Context: an optimization exercise on an open-source flow, tuned for small area. The choices shown serve that exercise and are no tape-out recipe. Where RTL was checked, it was by simulation tests only, not by an equivalence proof against the original. Power is estimated from default activity; no workload was simulated.

== the baseline ==
==> flow/design.v (excerpt) <==
module alu (
    input wire clk,
    input wire rst,
    input wire enable,
    input wire [7:0] operation,
    input wire [7:0] op1,
    input wire [7:0] op2,
	input wire cpu_carry,
    output wire [7:0] result_l,
    output wire [7:0] result_h,
    output wire carry,
    output wire zero,
    output wire sign
);
Size in the first run: ~16 flip-flops.
Settings: LEC_CHECK=0, CAP_MARGIN=20, CORE_MARGIN=2, CORE_UTILIZATION=40, CTS_BUF_LIST=sky130_fd_sc_hd__clkbuf_4, GPL_TIMING_DRIVEN=0, SLEW_MARGIN=20; clock period 7.0 ns.
standard.sh (not shown) runs the stock make flow with config.mk's settings and CLKGATE_MAP_FILE= SYNTH_SCRIPT=/design/flow/synth_recipe.tcl, a recipe that flattens the netlist after the stock synthesis.
==> flow/flow/run.sh <==
#!/bin/bash
# Own layout flow: the standard ORFS flow (standard.sh) with two changes.
#  1. Synthesis is synth_recipe.tcl on a copy of ORFS's synth.tcl that maps the
#     design's alu_fa full adders straight to the fa_1 cell, skips extract_fa,
#     and maps the rest with an area-oriented ABC script (area.abc).
#     Registers, flattening and renaming are as in the standard synthesis.
#  2. Ports are buffered with buf_1 (BUFFER_PORTS_ARGS) instead of the
#     default pick; every input and output port still gets its buffer.
# Each tool's output goes to a log in this folder (ORFS keeps per-step logs
# under orfs/logs).
set -euo pipefail
W=$(pwd)
F=$W/flow
python3 "$F/patch_synth.py" "$FLOW_HOME/scripts/synth.tcl" "$W/cust_core.tcl" \
    "$F/cellmap.v" "$F/area.abc" > "$W/patch_synth.log" 2>&1
sed "s#source \$::env(SCRIPTS_DIR)/synth.tcl#source {$W/cust_core.tcl}#" \
    "$W/synth_recipe.tcl" > "$W/cust_synth.tcl"
grep -q cust_core "$W/cust_synth.tcl"
bash "$W/standard.sh" "SYNTH_SCRIPT=$W/cust_synth.tcl" \
    "BUFFER_PORTS_ARGS=-buffer_cell sky130_fd_sc_hd__buf_1" finish \
    > "$W/standard.log" 2>&1
==> flow/flow/area.abc <==
strash
dc2
dch -f
map -a
strash
dch -f
map -a
topo
==> flow/flow/cellmap.v <==
(* techmap_celltype = "alu_fa" *)
module _map_alu_fa (input a, input b, input c, output s, output co);
  sky130_fd_sc_hd__fa_1 _TECHMAP_REPLACE_ (.A(a), .B(b), .CIN(c), .SUM(s), .COUT(co));
endmodule
==> flow/flow/patch_synth.py <==
#!/usr/bin/env python3
"""Write a copy of ORFS's synth.tcl with three changes:
 - instances of the design's alu_fa module become the library's fa_1 cell
   (techmap with cellmap.v) before the design is flattened;
 - extract_fa is skipped (the adders are already cells);
 - the final ABC mapping uses the area-oriented script area.abc.
usage: patch_synth.py synth.tcl out.tcl cellmap.v area.abc"""
import sys
src_path, out_path, cellmap, abc = sys.argv[1:5]
src = open(src_path).read()

def sub(old, new):
    global src
    if src.count(old) != 1:
        sys.exit(f"patch_synth: expected one {old!r} in {src_path}")
    src = src.replace(old, new)

a = 'hierarchy -check -top $::env(DESIGN_NAME)\n'
sub(a, a + f'techmap -map {{{cellmap}}}\n')
sub('  extract_fa {*}[dont_use_extract_fa_args]\n', '')
b = '  log_cmd abc {*}$abc_args\n'
sub(b, f'  set abc_args [lreplace $abc_args 1 1 {{{abc}}}]\n' + b)
open(out_path, 'w').write(src)
print("patched", src_path, "->", out_path)
Edits applied to the flow inputs when going from the baseline to the candidate:
Settings: CTS_BUF_LIST removed (was sky130_fd_sc_hd__clkbuf_4).
Results
The candidate — slew at the pin closest to its max-slew limit 0.015 ns lower, the baseline as reference. Final period utilization essentially unchanged between the candidate and the baseline. Relative to the baseline, amount of wire on met2 after detailed routing has increased by 1.0% in the candidate. The candidate and the baseline ended up with roughly the same routed wire length. The baseline reports its critical path launch point as op1[3] while the candidate reports operation[7]. The candidate vs the baseline — clock share of power rose 3.4 points. Critical path data required time was higher in the run labelled the baseline.
No functional check of the RTL was part of any run of this note.

* * *

Setup of run 1:
alu, a different RTL version from the one above (not shown whole).
Size in the first run: roughly 440 cells after synthesis, roughly 19 flip-flops, ~3300 um^2 of cells after synthesis.
export LEC_CHECK = 0
export CAP_MARGIN = 0
export CORE_MARGIN = 2
export CORE_UTILIZATION = 60
export CTS_BUF_LIST = sky130_fd_sc_hd__clkbuf_8
export GPL_TIMING_DRIVEN = 0
export SLEW_MARGIN = 0
create_clock -name core_clock -period 7.0 [get_ports {clk}]
Scripts as last shown in full above: flow/flow/run.sh, flow/flow/area.abc, flow/flow/cellmap.v, flow/flow/patch_synth.py
[inputs] run 2 vs run 1
- CTS_BUF_LIST: sky130_fd_sc_hd__clkbuf_8 -> sky130_fd_sc_hd__clkbuf_4 sky130_fd_sc_hd__clkbuf_8
- SLEW_MARGIN: 0 -> 20
- CAP_MARGIN: 0 -> 20
- CORE_UTILIZATION: 60 -> 40
Results
Run 2 finished end to end and its layout was clean on timing, DRC and antenna.
Run 1: full flow OK, the timing, design-rule and antenna checks passed
Taking run 1 as the reference, in run 2 highest clock rate has increased, clock share of power picked up an extra 1.5 points, global routing met3 resource utilization shows a reduction of 2.0 points.
Taking run 1 as the reference, in run 2 post-detailed-routing wire length grew by 7.8%; cell total after placement grew by 33.
Input-level comparison between run 3 and run 2:
- SLEW_MARGIN: 20 -> 0
- CORE_UTILIZATION: 40 -> 60
- CTS_BUF_LIST: sky130_fd_sc_hd__clkbuf_4 sky130_fd_sc_hd__clkbuf_8 -> sky130_fd_sc_hd__clkbuf_8
- CAP_MARGIN: 20 -> 0
-- flow/flow/run.sh --
<<< run 2, line 4
#     design's alu_fa full adders straight to the fa_1 cell, skips extract_fa,
#     and maps the rest with an area-oriented ABC script (area.abc).
#     Registers, flattening and renaming are as in the standard synthesis.
>>> run 3, line 4
#     design's alu_fa full adders straight to the fa_1 cell, skips extract_fa,
#     and maps the rest with an area-oriented ABC script (area.abc: deepsyn, then area mapping).
#     Registers, flattening and renaming are as in the standard synthesis.
==> flow/flow/area.abc <==
strash
&get -n
&deepsyn -T 120
&put
dch -f
map -a
topo
The proportion of power drawn by the clock network reported for run 3 is smaller than that of run 2 by 1.4 points.
Going from run 2 to run 3, leakage power total shrinks by about 5.6%.
Between run 3 and run 2, it is run 3 whose met2 usage in global routing is higher, by 17 points.
Measured against each other, run 3 and run 2 differ in number of DRC markers after the initial detailed-route iteration, the lower figure coming from run 2.
Adder and majority cell fraction of the synthesized area was higher in run 3 than in run 2.
met1 track demand over resource is lower on run 2
The internal portion of total power was comparable across run 3 and run 2.
Core utilization was higher in the run labelled run 3.
| pin slew with the least headroom to its limit | lower: run 2 |

[separate check: timing with driven ports]
No port has a modelled driver above. Below, the same layouts with a new extraction and two added sets of constraints.
Step 1 assumes that a clkbuf_16 drives the clock port and a buf_2 every other input.
Step 2 also shifts input and output timing later by t, the mid clock arrival at the registers, as if the neighbouring blocks saw the same clock.
a / b / c = no drivers / after step 1 / after step 2; a / b = the first two.
run | shift t [ns] | setup slack, ns | worst register clock-pin slew, ns | pins driven straight from the clock port
the baseline | 0.304 | 0.388 / 0.382 / 0.077 | 0.09 / 0.09 | 1
the candidate | 0.272 | 0.385 / 0.386 / 0.114 | 0.06 / 0.06 | 1
run 1 | 0.283 | 0.259 / 0.262 / -0.022 | 0.07 / 0.07 | 1
run 2 | 0.294 | 0.341 / 0.347 / 0.053 | 0.09 / 0.09 | 1
run 3 | 0.283 | 0.281 / 0.285 / 0.002 | 0.07 / 0.07 | 1
Met with ideal ports but missed after step 2: setup timing in run 1. The setup slack of the baseline, which loses most, moves by -0.006 ns with the drivers and by -0.311 ns with both steps.
